Background: an optimization exercise with open tools, aiming at small area, a short achievable clock period and few clock cycles per item. Do not read the settings as production practice.
In this exercise RTL edits were held to simulation tests only and were not proved equivalent to the original.

==> flow/design.v <==
module divide(clk, rst, new_inp, dvdend, len_a, dvsor, len_b, quotient, remainder, count_add, count_sub, done);
	input clk;
	input rst;
	input new_inp;
	input [31:0] dvdend, dvsor;
	input [4:0] len_a, len_b;
	output reg [31:0] quotient, remainder;
	output reg done;
	output reg [4:0] count_add, count_sub;
	wire [4:0] shift;
	reg [1:0] state;
	reg [31:0] dvsor_;
	wire [5:0] iter_comp;
	reg [5:0] iter_count;
	wire [31:0] q_1, q_2;
	assign shift = len_a - len_b; 
	assign iter_comp = shift + 1;
	assign q_1 = ((quotient ^ 1'b1) << 1 ) | 1;
	assign q_2 = (quotient << 1) | 1;
	always @(posedge clk)
	begin
		if (rst == 1'b1)
		begin
			done <= 1;
			state <= 2'b00;
			quotient <= 0;
			remainder <= 0;
			count_add <= 0;
			count_sub <= 0;
			iter_count <= 0;
			dvsor_ <= 0;
		end
		else if (state == 2'b00)
		begin
			if (new_inp == 1'b1)
			begin
			done <= 0;
			count_add <= 0;
			iter_count <= 0;
			count_sub <= 0;
			remainder <= dvdend;
			quotient <= 0;
			if (dvsor == 0)
			begin
				quotient <= -1;
				remainder <= -1;
				state <= 2'b11;
			end
			else if (len_a < len_b)
			begin
				state <= 2'b11;
			end
			else
			begin
				dvsor_ <= (dvsor << shift);
				state <= 2'b01;
			end
			end
		end
		else if (state == 2'b01)
		begin
			if(iter_count != iter_comp)
			begin
				if (remainder[31] == 1'b1) 				
				begin
					remainder <= remainder + dvsor_;
					quotient <=  q_1;
					count_add <= count_add + 1;
				end
				else
				begin
					remainder <= remainder - dvsor_;
					quotient <= q_2;
					count_sub <= count_sub + 1;
				end
				dvsor_ <= ( dvsor_ >> 1);
				iter_count <= iter_count + 1;
			end
			else
			begin
				state <= 2'b10;
			end
		end
		else if (state == 2'b10)
		begin
			if (remainder[31] == 1'b1)
			begin
				remainder <= remainder + dvsor;
				quotient <= quotient ^ 1'b1;
				count_add <= count_add + 1;
			end
			state <= 2'b11;
			iter_count <= 0;
		end
		else if (state == 2'b11)
		begin
			state <= 2'b00; 
			done <= 1;
		end
	end
endmodule
==> flow/run.sh <==
#!/bin/bash
# synth_recipe.tcl (not shown) runs the flow's synth.tcl, then flattens the netlist and writes it again
# the make line also repeats each setting of config.mk as NAME=value (left out here)
make -C /OpenROAD-flow-scripts/flow DESIGN_CONFIG=/design/flow/config.mk WORK_HOME=/design/flow/orfs CLKGATE_MAP_FILE= SYNTH_SCRIPT=/design/flow/synth_recipe.tcl finish
==> flow/config.mk <==
export PLATFORM = sky130hd
export DESIGN_NAME = divide
export DESIGN_NICKNAME = divide
export VERILOG_FILES = /design/flow/design.v
export SDC_FILE = /design/flow/constraint.sdc
export NUM_CORES = 4
export LEC_CHECK = 0
export CAP_MARGIN = 20
export CORE_MARGIN = 2
export CORE_UTILIZATION = 40
export SLEW_MARGIN = 20
==> flow/constraint.sdc <==
create_clock -name core_clock -period 6.0 [get_ports {clk}]
set_input_delay 1.2000 -clock core_clock [delete_from_list [all_inputs] [get_ports {clk}]]
set_output_delay 1.2000 -clock core_clock [all_outputs]
set_load 0.01 [all_outputs]
==> impl_metrics.sql, run 1 <==
INSERT INTO impl_metrics (metric_group, metric, value, unit) VALUES
('outcome', 'status', 'no timing/DRC/antenna violations', ''),
('worst_setup_path', 'endpoint_class_of_the_critical_path', 'flip-flop', ''),
('timing', 'timing.max_slew.rel_slack', '0.2956', ''),
('cts', 'post_cts.resized_instances', '0', ''),
('timing', 'fmax', '207.4', 'MHz'),
('floorplanning', 'floorplan.initialDensity', '0.4031', ''),
('floorplanning', 'die_h', '170.9', 'µm'),
('worst_setup_path', 'crit-reg2reg-capture', 'remainder[26]', ''),
('cts', 'cts_made_buffers', '17', ''),
('worst_setup_path', 'timing.critical_path.slowest_stage_cell', 'sky130_fd_sc_hd__dfxtp_1', ''),
('worst_hold_path', 'hold_start', 'dvsor_[31]', ''),
('floorplanning', 'die-area', '0.02920', 'mm²'),
('cts', 'level_count_of_the_clock_h_tree', '4', ''),
('worst_setup_path', 'largest_fanout_of_any_net_on_the_critical_path', '19', ''),
('placement', 'dpl-instance-area', '0.01286', 'mm²'),
('detailed_routing', 'routed_wl', '38890', 'µm'),
('logic_synthesis', 'synth.yosys.seq_area_share', '0.2067', ''),
('cts', 'cts.repair_timing.setup_buffer_count', '0', ''),
('cts', 'clkSinkCount', '115', ''),
('global_route', 'grt_remaining_overflow', '0', ''),
('timing', 'timing.final.max_slew_violations', '0', ''),
('detailed_routing', 'drt-wirelength-per-cell', '19.61', 'µm'),
('detailed_routing', 'drc_errors', '0', ''),
('worst_setup_path', 'critical_path_s_largest_stage_delay', '860', 'ps'),
('worst_setup_path', 'crit_arrival', '5110', 'ps'),
('worst_setup_path', 'timing.critical_path.buf_inv', '1', ''),
('job', 'drv_cap', '0', ''),
('placement', 'portBuffers', '151', ''),
('timing', 'post_route_clock_period_utilization', '0.8036', ''),
('logic_synthesis', 'post_synth_main_area_contributors', 'sky130_fd_sc_hd__dfxtp_1, sky130_fd_sc_hd__ha_1, sky130_fd_sc_hd__a21oi_1', ''),
('timing', 'finalWorstPathRequiredPeriod', '4822', 'ps'),
('worst_setup_path', 'worstPathRequired', '6290', 'ps'),
('worst_setup_path', 'critical_path.startpoint_type', 'flip-flop', ''),
('detailed_routing', 'drtPass1Iterations', '5', ''),
('detailed_routing', 'dr_total_vias', '11760', ''),
('placement', 'detailedPlacementHpwl', '29160', 'µm'),
('global_route', 'antenna_violations_before_repair', '0', ''),
('logic_synthesis', 'synthesis.instances', '1506', ''),
('cts', 'clk-insertion-delay-late', '440', 'ps'),
('layout', 'antennaDiodeCount', '0', ''),
('timing', 'worst_clock_skew', '12.48', 'ps'),
('logic_synthesis', 'asyncSetResetFlopFracSynth', '0', ''),
('logic_synthesis', 'post_synth_net_total', '1668', ''),
('layout', 'final_layout_size_suffix_gt1_frac', '0.06542', ''),
('layout', 'seqCellArea', '0.002302', 'mm²'),
('worst_setup_path', 'cp_cell_sequence', 'clkinv_1 -> o41ai_1 -> xnor2_1 -> ha_1 -> nand3_2 -> or2_0 -> o211a_1 -> a211oi_2 -> a21oi_1 -> o31a_1 -> o21bai_2 -> xor2_1 -> a2111oi_2 -> nor4_2', ''),
('layout', 'fill_cells', '2789', ''),
('global_route', 'grt_pass1_vias', '11020', ''),
('placement', 'final_gp_congestion', '0.9559', ''),
('worst_hold_path', 'timing.hold.worst_endpoint', 'dvsor_[31]', ''),
('worst_setup_path', 'ff2ff_setup_slack', '1180', 'ps'),
('floorplanning', 'num_rows', '61', ''),
('detailed_routing', 'drtAntennaViolNets', '0', ''),
('logic_synthesis', 'number_of_distinct_library_cells_after_synthesis', '86', ''),
('layout', 'layout_common_cells', 'sky130_fd_sc_hd__a21oi_1, sky130_fd_sc_hd__nor2_1, sky130_fd_sc_hd__clkdlybuf4s50_1', ''),
('global_route', 'grt_pass1_wl', '61050', 'µm'),
('layout', 'final_area', '0.01345', 'mm²'),
('cts', 'clockRootBuffer', 'sky130_fd_sc_hd__clkbuf_16', ''),
('logic_synthesis', 'share_of_the_synthesized_area_in_the_top_cell_type', '0.2067', ''),
('layout', 'multi_input_area', '0.008224', 'mm²'),
('global_route', 'groute.usage.overall', '0.2665', ''),
('logic_synthesis', 'synth.largest_area_cell', 'sky130_fd_sc_hd__dfxtp_1', ''),
('layout', 'nNetsFinal', '1754', ''),
('timing', 'setup-violations-final', '0', ''),
('layout', 'flow.area_growth_from_synthesis', '20.73', '%'),
('timing', 'hold_viol', '0', ''),
('floorplanning', 'core', '0.02763', 'mm²'),
('logic_synthesis', 'netlist_area', '0.01114', 'mm²'),
('logic_synthesis', 'yosys_register_bits', '115', ''),
('logic_synthesis', 'synth_edf_count', '0', '');
-- worst max path at each step --
stage                    endpoint  cells after the start           from  slack (ps)
floorplan              dvsor_[21]                     19       len_a[0]        1810
global placement    remainder[14]                     15       len_a[0]         860
detailed placement  remainder[12]                     14       len_b[0]         780
CTS                 remainder[26]                     14  remainder[31]        1210
global route        remainder[25]                     14  remainder[31]         920
finish              remainder[26]                     14  remainder[31]        1180
-- metal layers --
metal | part of all wire | routed length [µm] | vias to the layer above | GRT usage
met3 | 0.061 | 2382 | 66 | 0.04326
met1 | 0.46 | 17860 | 5543 | 0.3622
li1 | - | - | 5731 | -
met4 | 0.030 | 1162 | 0 | 0.09838
met5 | 0 | 0 | - | 0
met2 | 0.45 | 17480 | 416 | 0.4249
-- tightest hold or removal path: stages (launching register included) --
cell and delay [ps]:
sky130_fd_sc_hd__dfxtp_1 330, sky130_fd_sc_hd__nand2_1 60, sky130_fd_sc_hd__a21oi_1 50
-- cells in the mapped netlist (5+ instances only) --
cell type                  number
sky130_fd_sc_hd__a32oi_1        6
sky130_fd_sc_hd__nand4_1       24
sky130_fd_sc_hd__nor3_1        36
sky130_fd_sc_hd__o22ai_1       19
sky130_fd_sc_hd__a221oi_1      16
sky130_fd_sc_hd__mux2_2         8
sky130_fd_sc_hd__mux4_2         5
sky130_fd_sc_hd__a31oi_1       13
sky130_fd_sc_hd__o211ai_1      33
sky130_fd_sc_hd__ha_1          82
sky130_fd_sc_hd__o31a_1         5
sky130_fd_sc_hd__and3_1        11
sky130_fd_sc_hd__xnor2_1       57
sky130_fd_sc_hd__buf_2         23
sky130_fd_sc_hd__dfxtp_1      115
sky130_fd_sc_hd__nand3_1       31
sky130_fd_sc_hd__nand2b_1       5
sky130_fd_sc_hd__o31ai_1        5
sky130_fd_sc_hd__mux2i_1       42
sky130_fd_sc_hd__xor2_1        39
sky130_fd_sc_hd__nor4_1        14
sky130_fd_sc_hd__nand2_1      141
sky130_fd_sc_hd__o221ai_1       6
sky130_fd_sc_hd__a221o_1        7
sky130_fd_sc_hd__o21a_1         6
sky130_fd_sc_hd__a21o_1        33
sky130_fd_sc_hd__a21oi_1      180
sky130_fd_sc_hd__nor2_1       158
sky130_fd_sc_hd__a211oi_1      64
sky130_fd_sc_hd__o21ai_0       71
sky130_fd_sc_hd__inv_1         52
sky130_fd_sc_hd__o21bai_1      11
sky130_fd_sc_hd__clkbuf_1      70
sky130_fd_sc_hd__buf_6          5
sky130_fd_sc_hd__nor2b_1       10
sky130_fd_sc_hd__and2_1        13
-- final cells by class --
type                    count  area share
clock inverters            15     0.01163
flip-flops and latches    115      0.1712
clock buffers              17     0.03164
repair buffers            171      0.1234
multi-input cells        1232      0.6116
well taps                 378     0.03517
inverters                  55     0.01535
-- sequential cells by signal, indices dropped and copies added (netlist names) --
signal	count
count_add	5
count_sub	5
done	1
dvsor_	32
iter_count	6
quotient	32
remainder	32
state	2
-- kinds of logic (layout without fill, tap and decap cells) --
logic type / Yosys count / after routing / share of synthesized area
AOI/OAI and AO/OA: 524 / 524 / 0.3087
and+or+nand+nor: 471 / 471 / 0.1940
buffers and inverters: 159 / 258 / 0.06021
DFF: 115 / 115 / 0.2067
xor gates and xnor gates: 97 / 97 / 0.07695
adders and majority gates: 85 / 85 / 0.09751
muxes: 55 / 55 / 0.05594
-- metrics by stage --
step	std cells	util	hold WS [ps]	worst slack, ps
2_1_floorplan	1506	-	456.9	1810
3_3_place_gp	1951	0.4654	481.8	864.3
3_5_place_dp	1951	0.4654	482.1	782.2
4_1_cts	1983	0.4864	491.0	1214
5_1_grt	1983	0.4867	528.1	919.6
6_report	1983	0.4867	490.8	1178
Testbench counts, summed over its fixed seeds: cycles 47,567, items 4,000.
==> run 2, diff against run 1 <==
==> flow/design.v (replaced) <==
module divide(clk, rst, new_inp, dvdend, len_a, dvsor, len_b, quotient, remainder, count_add, count_sub, done);
	input clk;
	input rst;
	input new_inp;
	input [31:0] dvdend, dvsor;
	input [4:0] len_a, len_b;
	output [31:0] quotient, remainder;
	output reg done;
	output reg [4:0] count_add, count_sub;
	reg [30:0] q;       
	reg [30:0] r;       
	reg z;              
	reg [30:0] e;       
	reg [3:0] m;        
	wire [5:0] sd = {1'b0, len_a} - {1'b0, len_b};
	wire bz = (dvsor[30:0] == 31'd0);
	wire lt = sd[5];
	wire [30:0] e0 = dvsor[30:0] << {sd[4:1], 1'b0};
	wire [32:0] t1 = {2'b00, r} - {1'b0, e, 1'b0};
	wire q1 = ~t1[32];
	wire [30:0] r1 = q1 ? t1[30:0] : r;
	wire [31:0] t2 = {1'b0, r1} - {1'b0, e};
	wire q2 = ~t2[31];
	wire [30:0] r2 = q2 ? t2[30:0] : r1;
	wire last = (m == 4'd0);
	wire start = done & new_inp;
	assign quotient = {z, q};
	assign remainder = {z, r};
	always @(posedge clk) begin
		if (done) begin
			e <= e0;
			m <= sd[4:1];
		end else begin
			e <= e >> 2;
			m <= m - 4'd1;
		end
	end
	always @(posedge clk) begin
		if (rst) begin
			done <= 1'b1;
		end else if (start) begin
			r <= dvdend[30:0] | {31{bz}};
			q <= {31{bz}};
			z <= bz;
			count_sub <= (bz | lt) ? 5'd0 : 5'd1;
			count_add <= (bz | lt) ? 5'd0 : sd[4:0] + 5'd1;
			done <= bz | lt;
		end else if (!done) begin
			r <= r2;
			q <= {q[28:0], q1, q2};
			count_add <= count_add - {4'd0, q1} - {4'd0, q2};
			count_sub <= count_sub + {4'd0, q1} + {4'd0, q2 & ~last};
			done <= last;
		end
	end
endmodule
--- a/flow/config.mk
+++ b/flow/config.mk
@@ -10,2 +10,3 @@
 export CORE_UTILIZATION = 40
+export SETUP_SLACK_MARGIN = 2.5
 export SLEW_MARGIN = 20
==> run 2 against run 1 <==
Effect of this change: still clean on timing, DRC and antenna; sequential share of layout area rose by 4.7 points; routed wire length fell by 19%; critical endpoint is now count_add[2]; largest cell class unchanged.
==> impl_metrics.sql, run 2 <==
INSERT INTO impl_metrics (metric_group, metric, value, unit) VALUES
('outcome', 'status', 'no timing/DRC/antenna violations', ''),
('worst_setup_path', 'timing.critical_path.slowest_stage_cell', 'sky130_fd_sc_hd__edfxtp_1', ''),
('detailed_routing', 'avgViaCountPerCell', '5.648', ''),
('worst_setup_path', 'rr_startpoint', 'r[5]', ''),
('cts', 'clockRootBuffer', 'sky130_fd_sc_hd__clkbuf_16', ''),
('global_route', 'grt_remaining_overflow', '0', ''),
('timing', 'finalWorstPathRequiredPeriod', '5772', 'ps'),
('logic_synthesis', 'synth_compound_area_frac', '0.2529', ''),
('logic_synthesis', 'synth_warnings', '1', ''),
('worst_setup_path', 'endpoint_class_of_the_critical_path', 'flip-flop', ''),
('worst_setup_path', 'ff2ff_setup_slack', '230', 'ps'),
('worst_setup_path', 'critical_path_s_largest_stage_delay', '450', 'ps'),
('logic_synthesis', 'syn-mean-instance-area', '8.810', 'µm²'),
('timing', 'hold_viol', '0', ''),
('worst_setup_path', 'crit-reg2reg-capture', 'count_add[2]', ''),
('logic_synthesis', 'combinational_family_with_the_most_area_after_synthesis', 'compound AO/OA/AOI/OAI gates', ''),
('floorplanning', 'die_h', '156.6', 'µm'),
('layout', 'layout.core_utilization', '0.5866', ''),
('floorplanning', 'core', '0.02278', 'mm²'),
('logic_synthesis', 'synthesis.instances', '1057', ''),
('cts', 'clkTransAtPathRegs', '90', 'ps'),
('placement', 'final_gp_congestion', '0.9099', ''),
('logic_synthesis', 'synth.largest_area_cell', 'sky130_fd_sc_hd__edfxtp_1', ''),
('worst_hold_path', 'timing.hold.worst.class', 'reg -> reg', ''),
('timing', 'max_slew.worst_pin.slew', '697.8', 'ps'),
('logic_synthesis', 'post_synth_main_area_contributors', 'sky130_fd_sc_hd__edfxtp_1, sky130_fd_sc_hd__ha_1, sky130_fd_sc_hd__dfxtp_1', ''),
('timing', 'timing.final.max_slew_violations', '0', ''),
('worst_setup_path', 'critical_path.startpoint_type', 'flip-flop', ''),
('worst_hold_path', 'whs_path_depth', '1', ''),
('worst_setup_path', 'crit_path_start', 'r[5]', ''),
('cts', 'level_count_of_the_clock_h_tree', '3', ''),
('worst_hold_path', 'hold_start', 'm[0]', ''),
('global_route', 'antenna_violations_before_repair', '0', ''),
('floorplanning', 'io_pins', '152', ''),
('floorplanning', 'die-area', '0.02452', 'mm²'),
('floorplanning', 'floorplan.initialDensity', '0.4088', ''),
('floorplanning', 'die_w', '156.6', 'µm'),
('detailed_routing', 'drtAntennaViolNets', '0', ''),
('detailed_routing', 'drtPass1Iterations', '5', ''),
('logic_synthesis', 'synth.mux.area_fraction', '0.08384', ''),
('layout', 'largestRegisters', 'e: 31 flops, q: 31 flops, r: 31 flops', ''),
('logic_synthesis', 'netlist_top_cells_count', 'sky130_fd_sc_hd__a21oi_1, sky130_fd_sc_hd__nand2_1, sky130_fd_sc_hd__edfxtp_1', ''),
('floorplanning', 'num_rows', '55', ''),
('logic_synthesis', 'yosys.area_share.xor_xnor', '0.06476', ''),
('worst_setup_path', 'largest_fanout_of_any_net_on_the_critical_path', '5', ''),
('layout', 'final_layout_size_suffix_gt1_frac', '0.2283', ''),
('job', 'drv_cap', '0', ''),
('placement', 'pre_cts_slack', '37.40', 'ps'),
('logic_synthesis', 'synth_edf_count', '73', ''),
('detailed_routing', 'detailedRoute.firstIterationViolations', '686', ''),
('timing', 'tns', '0', 'ps'),
('logic_synthesis', 'synth_simple_gate_area_frac', '0.1331', ''),
('cts', 'clk-insertion-delay-late', '380', 'ps'),
('detailed_routing', 'drc_errors', '0', ''),
('logic_synthesis', 'yosys_register_bits', '109', ''),
('timing', 'final_ws_setup', '228.2', 'ps'),
('timing', 'fmax', '173.3', 'MHz'),
('timing', 'rsz0062_at_grt', 'true', ''),
('timing', 'post_route_clock_period_utilization', '0.9620', ''),
('placement', 'portBuffers', '149', ''),
('worst_setup_path', 'crit_arrival', '5880', 'ps'),
('layout', 'nNetsFinal', '1435', ''),
('global_route', 'grt_pass1_wl', '45980', 'µm'),
('logic_synthesis', 'yosysMostFrequentCell', 'sky130_fd_sc_hd__a21oi_1', ''),
('logic_synthesis', 'asyncSetResetFlopFracSynth', '0', ''),
('layout', 'flow.area_growth_from_synthesis', '43.48', '%'),
('global_route', 'grt_start_max_net_pins', '45', ''),
('detailed_routing', 'dr_total_vias', '9043', ''),
('timing', 'hold_slack', '479.0', 'ps'),
('timing', 'worst_clock_skew', '16.01', 'ps'),
('layout', 'layout_common_cells', 'sky130_fd_sc_hd__clkdlybuf4s50_1, sky130_fd_sc_hd__nand2_1, sky130_fd_sc_hd__buf_4', ''),
('worst_setup_path', 'worstPathRequired', '6110', 'ps'),
('timing', 'timing.max_slew.rel_slack', '0.5347', ''),
('worst_setup_path', 'crit_top_cell', 'sky130_fd_sc_hd__ha_4', ''),
('placement', 'detailedPlacementHpwl', '22070', 'µm'),
('layout', 'final_common_cell', 'sky130_fd_sc_hd__clkdlybuf4s50_1', ''),
('logic_synthesis', 'synth.yosys.seq_area_share', '0.3128', ''),
('worst_setup_path', 'timing.critical_path.buf_inv', '5', ''),
('logic_synthesis', 'number_of_distinct_library_cells_after_synthesis', '75', ''),
('logic_synthesis', 'yosys_most_used_dff', 'sky130_fd_sc_hd__edfxtp_1', ''),
('logic_synthesis', 'yosys.area_share.adder', '0.1048', ''),
('logic_synthesis', 'share_of_the_synthesized_area_in_the_top_cell_type', '0.2354', ''),
('layout', 'antennaDiodeCount', '0', ''),
('logic_synthesis', 'netlist_area', '0.009313', 'mm²'),
('worst_setup_path', 'worst_path_dominant_cell_family', 'compound AO/OA/AOI/OAI gates', ''),
('cts', 'clock_path_buffers', '2', ''),
('cts', 'clock_tree_from_tritoncts', 'yes', ''),
('global_route', 'grt_pass1_vias', '8358', ''),
('worst_setup_path', 'worst-r2r-cell-count', '26', ''),
('logic_synthesis', 'post_synth_net_total', '1209', ''),
('timing', 'setup-violations-final', '0', ''),
('worst_hold_path', 'timing.hold.worst_endpoint', 'm[0]', ''),
('detailed_routing', 'routed_wl', '31320', 'µm'),
('cts', 'cts_made_buffers', '9', ''),
('detailed_routing', 'drt-wirelength-per-cell', '19.56', 'µm'),
('cts', 'clkSinkCount', '109', ''),
('worst_setup_path', 'criticalPathCategory', 'reg -> reg', ''),
('global_route', 'groute.usage.overall', '0.2419', '');
run 2: timing repair:
action                     CTS  global route
gates cloned                 5             8
setup buffers               25            23
setup endpoints to repair   74            62
hold buffers                 0             0
pin swaps                   11            29
gates resized for setup     60            84
run 2: how the worst max path moves through the flow:
stage	to	cells after the start	slack, ps
finish	count_add[2]	26	230
global route	count_add[4]	29	50
CTS	count_sub[4]	26	290
detailed placement	count_add[4]	26	40
global placement	count_add[4]	27	40
floorplan	count_sub[4]	27	360
run 2: layout make-up:
type	instances	area [µm²]
fill	1992	9417
clock buffer	9	225.2
sequential	109	2914
inverter	58	224.0
timing repair inverter	2	15.01
timing repair buffer	262	2721
tap	313	391.6
clock inverter	7	93.84
multi-input combinational	841	6777
run 2: cell families after synthesis:
group           after synthesis
simple gates                268
mux                          75
buf+inv                     107
compound gates              355
flops                       109
xor+xnor                     68
fa+ha+maj                    75
run 2: routing by layer:
metal  share of wire  GRT usage  vias up  routed length (µm)
li1                -          -     4389                   -
met1            0.48     0.3557     4296               14880
met2            0.44     0.3648      319               13750
met3           0.065    0.03905       39                2035
met4           0.021    0.06903        0                 648
met5               0          0        -                   0
run 2: metrics by stage:
| step | std cells | area, µm² |
|---|---|---|
| 2_1_floorplan | 1057 | 9599 |
| 3_3_place_gp | 1523 | 11700 |
| 3_5_place_dp | 1523 | 11700 |
| 4_1_cts | 1569 | 12600 |
| 5_1_grt | 1601 | 13360 |
| 6_report | 1601 | 13360 |
run 2: worst reg2reg max path, cell delays in order (launching register included):
cell and delay [ps]:
sky130_fd_sc_hd__edfxtp_1 450, sky130_fd_sc_hd__ha_4 260, sky130_fd_sc_hd__a21o_1 170, sky130_fd_sc_hd__a211o_1 250, sky130_fd_sc_hd__o211ai_2 260, sky130_fd_sc_hd__a21boi_2 120
sky130_fd_sc_hd__o211ai_1 260, sky130_fd_sc_hd__buf_4 180, sky130_fd_sc_hd__a21oi_4 70, sky130_fd_sc_hd__a21oi_4 160, sky130_fd_sc_hd__buf_12 150, sky130_fd_sc_hd__buf_12 140
sky130_fd_sc_hd__mux2_4 350, sky130_fd_sc_hd__ha_4 220, sky130_fd_sc_hd__a2111o_1 360, sky130_fd_sc_hd__o22a_1 240, sky130_fd_sc_hd__a31o_1 230, sky130_fd_sc_hd__o211a_1 230
sky130_fd_sc_hd__o21ai_2 150, sky130_fd_sc_hd__and2_4 170, sky130_fd_sc_hd__a21o_4 150, sky130_fd_sc_hd__inv_4 40, sky130_fd_sc_hd__fa_2 380, sky130_fd_sc_hd__ha_4 170
sky130_fd_sc_hd__buf_4 130, sky130_fd_sc_hd__xnor2_2 110, sky130_fd_sc_hd__o22ai_1 90
Testbench counts of run 2, summed over its fixed seeds: cycles 21,027, items 4,000.
==> run 3, diff against run 2 <==
--- a/flow/config.mk
+++ b/flow/config.mk
@@ -10,3 +10,2 @@
 export CORE_UTILIZATION = 40
-export SETUP_SLACK_MARGIN = 2.5
 export SLEW_MARGIN = 20
==> run 3 against run 2 <==
Effect of this change: still clean on timing, DRC and antenna; area after synthesis unchanged; register-to-register slack about the same; non-clock buffer count decreased by 15; synthesized cell count unchanged; global-route usage decreased by 0.67 points; final cell count decreased by 1.1%; critical path depth increased by 2; sequential cell count unchanged; largest cell class unchanged.
==> impl_metrics.sql, run 3 <==
INSERT INTO impl_metrics (metric_group, metric, value, unit) VALUES
('detailed_routing', 'routed_wl_met3', '1789', 'µm'),
('detailed_routing', 'route.met2.wl', '12790', 'µm'),
('cts', 'cts_made_buffers', '9', ''),
('worst_setup_path', 'timing.critical_path.buf_inv', '4', ''),
('placement', 'dpl-instance-area', '0.01176', 'mm²'),
('timing', 'worst_clock_skew', '15.72', 'ps'),
('worst_setup_path', 'critical_path.endpoint', 'count_sub[4]', ''),
('timing', 'timing.max_slew.rel_slack', '0.3118', ''),
('timing', 'post_route_clock_period_utilization', '0.9622', ''),
('worst_setup_path', 'worst-path-stages', '28', ''),
('logic_synthesis', 'synth_edf_count', '73', ''),
('detailed_routing', 'drtAntennaViolNets', '0', ''),
('logic_synthesis', 'netlist_area', '0.009313', 'mm²'),
('logic_synthesis', 'post_synth_net_total', '1209', ''),
('cts', 'clk-insertion-delay-late', '370', 'ps'),
('layout', 'final_common_cell', 'sky130_fd_sc_hd__clkdlybuf4s50_1', ''),
('floorplanning', 'die-area', '0.02452', 'mm²'),
('floorplanning', 'core', '0.02278', 'mm²'),
('detailed_routing', 'drt-wirelength-per-cell', '18.24', 'µm'),
('placement', 'portBuffers', '149', ''),
('worst_setup_path', 'timing.critical_path.slowest_stage_cell', 'sky130_fd_sc_hd__edfxtp_1', ''),
('floorplanning', 'die_w', '156.6', 'µm'),
('floorplanning', 'io_pins', '152', ''),
('layout', 'flow.area_growth_from_synthesis', '30.94', '%'),
('timing', 'tns', '0', 'ps'),
('layout', 'final_layout_size_suffix_gt1_frac', '0.1353', ''),
('floorplanning', 'floorplan.initialDensity', '0.4088', ''),
('timing', 'max_slew.worst_pin.slew', '1027', 'ps'),
('logic_synthesis', 'asyncSetResetFlopFracSynth', '0', ''),
('detailed_routing', 'routed_wl', '28890', 'µm'),
('worst_setup_path', 'critical_path.startpoint_type', 'flip-flop', ''),
('timing', 'fmax', '173.2', 'MHz'),
('worst_setup_path', 'worst-r2r-cell-count', '28', ''),
('timing', 'hold_viol', '0', ''),
('layout', 'layout.core_utilization', '0.5353', ''),
('cts', 'clkSinkCount', '109', ''),
('detailed_routing', 'drtPass1Iterations', '5', ''),
('worst_setup_path', 'criticalPathCategory', 'reg -> reg', ''),
('timing', 'timing.final.max_slew_violations', '0', ''),
('logic_synthesis', 'post_synth_main_area_contributors', 'sky130_fd_sc_hd__edfxtp_1, sky130_fd_sc_hd__ha_1, sky130_fd_sc_hd__dfxtp_1', ''),
('placement', 'final_gp_congestion', '0.8879', ''),
('logic_synthesis', 'synthesis.instances', '1057', ''),
('logic_synthesis', 'netlist_top_cells_count', 'sky130_fd_sc_hd__a21oi_1, sky130_fd_sc_hd__nand2_1, sky130_fd_sc_hd__edfxtp_1', ''),
('worst_setup_path', 'crit_arrival', '5870', 'ps'),
('global_route', 'groute.usage.overall', '0.2352', ''),
('timing', 'finalWorstPathRequiredPeriod', '5773', 'ps'),
('placement', 'pre_cts_slack', '13.59', 'ps'),
('layout', 'nNetsFinal', '1418', ''),
('floorplanning', 'die_h', '156.6', 'µm'),
('cts', 'clock_path_buffers', '2', ''),
('floorplanning', 'num_rows', '55', ''),
('worst_setup_path', 'crit_path_start', 'r[5]', ''),
('detailed_routing', 'wl_met1', '13950', 'µm'),
('worst_setup_path', 'critical_path_s_largest_stage_delay', '440', 'ps'),
('global_route', 'grt_pass1_vias', '8360', ''),
('layout', 'largestRegisters', 'e: 31 flops, q: 31 flops, r: 31 flops', ''),
('logic_synthesis', 'number_of_distinct_library_cells_after_synthesis', '75', ''),
('logic_synthesis', 'yosys_most_used_dff', 'sky130_fd_sc_hd__edfxtp_1', ''),
('worst_setup_path', 'worst_path_dominant_cell_family', 'compound AO/OA/AOI/OAI gates', ''),
('logic_synthesis', 'share_of_the_synthesized_area_in_the_top_cell_type', '0.2354', ''),
('layout', 'layout_common_cells', 'sky130_fd_sc_hd__clkdlybuf4s50_1, sky130_fd_sc_hd__nand2_1, sky130_fd_sc_hd__a21oi_1', ''),
('logic_synthesis', 'synth_warnings', '1', ''),
('detailed_routing', 'drc_errors', '0', ''),
('cts', 'clock_tree_from_tritoncts', 'yes', ''),
('detailed_routing', 'avgViaCountPerCell', '5.517', ''),
('cts', 'ctsHoldBuffers', '0', ''),
('cts', 'clkTransAtPathRegs', '90', 'ps'),
('worst_setup_path', 'largest_fanout_of_any_net_on_the_critical_path', '5', ''),
('logic_synthesis', 'yosys_register_bits', '109', ''),
('global_route', 'grt_start_max_net_pins', '50', ''),
('worst_setup_path', 'worstPathRequired', '6090', 'ps'),
('logic_synthesis', 'synth.largest_area_cell', 'sky130_fd_sc_hd__edfxtp_1', ''),
('worst_setup_path', 'rr_startpoint', 'r[5]', ''),
('detailed_routing', 'detailedRoute.firstIterationViolations', '717', ''),
('layout', 'final_area', '0.01219', 'mm²'),
('global_route', 'grt_pass1_wl', '45060', 'µm'),
('outcome', 'status', 'no timing/DRC/antenna violations', ''),
('cts', 'clockRootBuffer', 'sky130_fd_sc_hd__clkbuf_16', ''),
('global_route', 'grt_remaining_overflow', '0', ''),
('detailed_routing', 'maxUsedRoutingLayer', 'met4', ''),
('logic_synthesis', 'synth.yosys.seq_area_share', '0.3128', ''),
('timing', 'setup-violations-final', '0', ''),
('worst_hold_path', 'whs_path_depth', '1', ''),
('worst_setup_path', 'crit-reg2reg-capture', 'count_sub[4]', ''),
('logic_synthesis', 'yosysMostFrequentCell', 'sky130_fd_sc_hd__a21oi_1', ''),
('timing', 'final_ws_setup', '226.8', 'ps'),
('worst_setup_path', 'ff2ff_setup_slack', '230', 'ps'),
('global_route', 'antenna_violations_before_repair', '0', ''),
('cts', 'level_count_of_the_clock_h_tree', '3', ''),
('layout', 'antennaDiodeCount', '0', ''),
('detailed_routing', 'dr_total_vias', '8739', ''),
('worst_hold_path', 'timing.hold.worst.class', 'reg -> reg', ''),
('placement', 'detailedPlacementHpwl', '21930', 'µm'),
('worst_setup_path', 'endpoint_class_of_the_critical_path', 'flip-flop', ''),
('logic_synthesis', 'syn-mean-instance-area', '8.810', 'µm²'),
('layout', 'fill_cells', '2167', ''),
('job', 'drv_cap', '0', '');
==> run 3: kinds of logic after synthesis <==
family / Yosys count / share of synthesized area
AOI/OAI and AO/OA: 355 / 0.2529
xor gates and xnor gates: 68 / 0.06476
adders and majority gates: 75 / 0.1048
buffers and inverters: 107 / 0.04783
DFF: 109 / 0.3128
muxes: 75 / 0.08384
and+or+nand+nor: 268 / 0.1331
==> run 3: timing repair <==
action | 4_1_cts | 5_1_grt
setup buffers | 0 | 4
pin swaps | 0 | 7
setup endpoints to repair | 1 | 26
resized for setup | 1 | 17
==> run 3: area by class of cell <==
| type | instances | area (µm²) | area share |
|---|---|---|---|
| clock inverter | 7 | 93.84 | 0.007695 |
| timing repair buffer | 247 | 2276 | 0.1866 |
| tap | 313 | 391.6 | 0.03212 |
| multi-input combinational | 841 | 6075 | 0.4982 |
| inverter | 58 | 220.2 | 0.01806 |
| clock buffer | 9 | 225.2 | 0.01847 |
| sequential | 109 | 2913 | 0.2389 |
==> run 3: metrics by stage <==
stage	instances	hold slack, ps
2_1_floorplan	1057	436.7
3_3_place_gp	1564	461.6
3_5_place_dp	1564	468.4
4_1_cts	1580	481.5
5_1_grt	1584	511.3
6_report	1584	480.3
==> run 3: worst min-delay path by stage <==
stage,start,endpoint
finish,m[0],m[0]
global route,m[0],m[0]
CTS,m[0],m[0]
detailed placement,m[0],m[0]
global placement,m[0],m[0]
floorplan,e[18],e[16]
==> run 3: per-layer routing <==
| metal | vias to the layer above | GRT usage |
|---|---|---|
| li1 | 4335 | - |
| met1 | 4119 | 0.3364 |
| met2 | 268 | 0.3736 |
| met3 | 17 | 0.03877 |
| met4 | 0 | 0.04980 |
| met5 | - | 0 |
==> run 3: worst reg2reg max path, delay by kind of cell, from the launching register on <==
| family | cells | cell delay [ps] |
|---|---|---|
| AO/OA/AOI/OAI | 14 | 2550 |
| adder cells (fa/ha/maj) | 4 | 1100 |
| buffers and inverters | 4 | 580 |
| flip-flops | 1 | 440 |
| AND/OR/NAND/NOR | 4 | 360 |
| multiplexers | 1 | 330 |
| XOR/XNOR | 1 | 140 |
==> run 4, diff against run 3 <==
--- a/flow/config.mk
+++ b/flow/config.mk
@@ -7,2 +7,3 @@
 export LEC_CHECK = 0
+export ABC_CLOCK_PERIOD_IN_PS = 3000
 export CAP_MARGIN = 20
==> run 4 against run 3 <==
Effect of this change: hold slack did not move; final cell count did not move; fmax did not move; still clean; sequential cell count did not move; critical endpoint unchanged.
==> impl_metrics.sql, run 4 <==
INSERT INTO impl_metrics (metric_group, metric, value, unit) VALUES
('timing', 'hold_viol', '0', ''),
('global_route', 'grt_start_max_net_pins', '50', ''),
('logic_synthesis', 'synth.largest_area_cell', 'sky130_fd_sc_hd__edfxtp_1', ''),
('logic_synthesis', 'synth.yosys.seq_area_share', '0.3128', ''),
('worst_setup_path', 'timing.critical_path.buf_inv', '4', ''),
('layout', 'antennaDiodeCount', '0', ''),
('timing', 'fmax', '173.2', 'MHz'),
('layout', 'flow.area_growth_from_synthesis', '30.94', '%'),
('worst_setup_path', 'critical_path.startpoint_type', 'flip-flop', ''),
('worst_setup_path', 'timing.critical_path.slowest_stage_cell', 'sky130_fd_sc_hd__edfxtp_1', ''),
('worst_setup_path', 'critical_path.endpoint', 'count_sub[4]', ''),
('cts', 'cts_made_buffers', '9', ''),
('logic_synthesis', 'yosys_register_bits', '109', ''),
('logic_synthesis', 'post_synth_main_area_contributors', 'sky130_fd_sc_hd__edfxtp_1, sky130_fd_sc_hd__ha_1, sky130_fd_sc_hd__dfxtp_1', ''),
('global_route', 'grt_pass1_vias', '8360', ''),
('logic_synthesis', 'yosys_most_used_dff', 'sky130_fd_sc_hd__edfxtp_1', ''),
('timing', 'worst_clock_skew', '15.72', 'ps'),
('global_route', 'grt_pass1_wl', '45060', 'µm'),
('logic_synthesis', 'post_synth_net_total', '1209', ''),
('worst_setup_path', 'critical_path_s_largest_stage_delay', '440', 'ps'),
('detailed_routing', 'dr_total_vias', '8739', ''),
('floorplanning', 'die-area', '0.02452', 'mm²'),
('cts', 'clock_tree_from_tritoncts', 'yes', ''),
('floorplanning', 'num_rows', '55', ''),
('floorplanning', 'die_h', '156.6', 'µm'),
('detailed_routing', 'detailedRoute.firstIterationViolations', '717', ''),
('global_route', 'grt_remaining_overflow', '0', ''),
('floorplanning', 'core', '0.02278', 'mm²'),
('logic_synthesis', 'yosysMostFrequentCell', 'sky130_fd_sc_hd__a21oi_1', ''),
('detailed_routing', 'drt-wirelength-per-cell', '18.24', 'µm'),
('timing', 'post_route_clock_period_utilization', '0.9622', ''),
('cts', 'clockRootBuffer', 'sky130_fd_sc_hd__clkbuf_16', ''),
('detailed_routing', 'drtPass1Iterations', '5', ''),
('worst_setup_path', 'crit-reg2reg-capture', 'count_sub[4]', ''),
('layout', 'fill_cells', '2167', ''),
('worst_setup_path', 'endpoint_class_of_the_critical_path', 'flip-flop', ''),
('floorplanning', 'floorplan.initialDensity', '0.4088', ''),
('detailed_routing', 'drtAntennaViolNets', '0', ''),
('logic_synthesis', 'netlist_area', '0.009313', 'mm²'),
('worst_setup_path', 'worst-path-stages', '28', ''),
('logic_synthesis', 'synth_warnings', '1', ''),
('worst_setup_path', 'worst_path_dominant_cell_family', 'compound AO/OA/AOI/OAI gates', ''),
('timing', 'timing.max_slew.rel_slack', '0.3118', ''),
('logic_synthesis', 'synthesis.instances', '1057', ''),
('outcome', 'status', 'no timing/DRC/antenna violations', ''),
('worst_setup_path', 'worstPathRequired', '6090', 'ps'),
('placement', 'detailedPlacementHpwl', '21930', 'µm'),
('global_route', 'groute.usage.overall', '0.2352', ''),
('global_route', 'antenna_violations_before_repair', '0', ''),
('logic_synthesis', 'netlist_top_cells_count', 'sky130_fd_sc_hd__a21oi_1, sky130_fd_sc_hd__nand2_1, sky130_fd_sc_hd__edfxtp_1', ''),
('placement', 'final_gp_congestion', '0.8879', ''),
('worst_setup_path', 'criticalPathCategory', 'reg -> reg', ''),
('timing', 'hold_slack', '480.3', 'ps'),
('timing', 'max_slew.worst_pin.slew', '1027', 'ps'),
('detailed_routing', 'avgViaCountPerCell', '5.517', ''),
('layout', 'largestRegisters', 'e: 31 flops, q: 31 flops, r: 31 flops', ''),
('worst_setup_path', 'ff2ff_setup_slack', '230', 'ps'),
('cts', 'clock_path_buffers', '2', ''),
('cts', 'clkTransAtPathRegs', '90', 'ps'),
('cts', 'clkSinkCount', '109', ''),
('logic_synthesis', 'number_of_distinct_library_cells_after_synthesis', '75', ''),
('logic_synthesis', 'synth_edf_count', '73', ''),
('detailed_routing', 'drc_errors', '0', ''),
('worst_setup_path', 'worst-r2r-cell-count', '28', '');
==> run 4: cell counts in the layout (fill, tap and decap cells not counted) <==
Identical to the previous run, type by type.
==> run 4: metal layers <==
layer | vias up | track usage | part of all wire
met4 | 0 | 0.04980 | 0.013
met1 | 4119 | 0.3364 | 0.48
li1 | 4335 | - | -
met2 | 268 | 0.3736 | 0.44
met5 | - | 0 | 0
met3 | 17 | 0.03877 | 0.062
==> run 4: cells by family (layout without fill, tap and decap cells) <==
group / after synthesis / count (layout) / synth area share
buffers and inverters: 107 / 321 / 0.04783
AND/OR/NAND/NOR: 268 / 268 / 0.1331
adder cells (fa/ha/maj): 75 / 75 / 0.1048
XOR/XNOR: 68 / 68 / 0.06476
AO/OA/AOI/OAI: 355 / 355 / 0.2529
flip-flops: 109 / 109 / 0.3128
multiplexers: 75 / 75 / 0.08384
==> run 4: area by class of cell <==
cell class	instances	area [µm²]	area share
inverters	58	220.2	0.01806
clock buffers	9	225.2	0.01847
flip-flops and latches	109	2913	0.2389
repair buffers	247	2276	0.1866
multi-input cells	841	6075	0.4982
clock inverters	7	93.84	0.007695
well taps	313	391.6	0.03212
==> run 4: through the flow <==
stage | setup TNS, ps | area (µm²) | util | cells
final | 0 | 12190 | 0.5353 | 1584
after global routing | -46.16 | 12190 | 0.5353 | 1584
after CTS | 0 | 12090 | 0.5307 | 1580
after detailed placement | 0 | 11760 | 0.5163 | 1564
after global placement | 0 | 11760 | 0.5163 | 1564
after floorplan | 0 | 9339 | - | 1057
==> run 4: worst min path at each step <==
stage | slack (ps) | to | depth (start not counted) | from
2_1_floorplan | 440 | e[16] | 2 | e[18]
3_3_place_gp | 460 | m[0] | 1 | m[0]
3_5_place_dp | 470 | m[0] | 1 | m[0]
4_1_cts | 480 | m[0] | 1 | m[0]
5_1_grt | 510 | m[0] | 1 | m[0]
6_report | 480 | m[0] | 1 | m[0]
==> run 4: what timing repair did <==
item | 4_1_cts | 5_1_grt
gates resized for setup | 1 | 17
hold buffers | 0 | 0
endpoints found under the setup margin | 1 | 26
pin swaps | 0 | 7
buffers inserted | 0 | 4

-- port drivers added, routing unchanged --
In the flow no input, the clock included, has a driving cell. The finished layouts below were timed again as built, in two steps.
Step 1 (the two cells are an assumption about what drives the block):
set clk [get_ports {clk}]
set_driving_cell -lib_cell sky130_fd_sc_hd__clkbuf_16 $clk
set_driving_cell -lib_cell sky130_fd_sc_hd__buf_2 [delete_from_list [all_inputs] $clk]
Step 2, shift: input delay + t, output delay - t, t = (earliest + latest rising clock arrival at the registers) / 2. This alone moves slack from input paths to output paths.
a / b / c = ideal / step 1 / step 2; a / b = the first two.
run	shift t [ns]	setup WS [ns]	worst setup path at the end	cell pins on the clock port's net
run 1	0.485	1.178 / 1.178 / 0.762	input to register	1
run 2	0.416	0.228 / 0.228 / 0.228	register to register	1
run 3	0.412	0.227 / 0.227 / 0.227	register to register	1
run 4	0.412	0.227 / 0.227 / 0.227	register to register	1
After both steps every run listed still meets setup and hold. The setup slack of run 1, which loses most, moves by 0.000 ns with the drivers and by -0.416 ns with both steps.
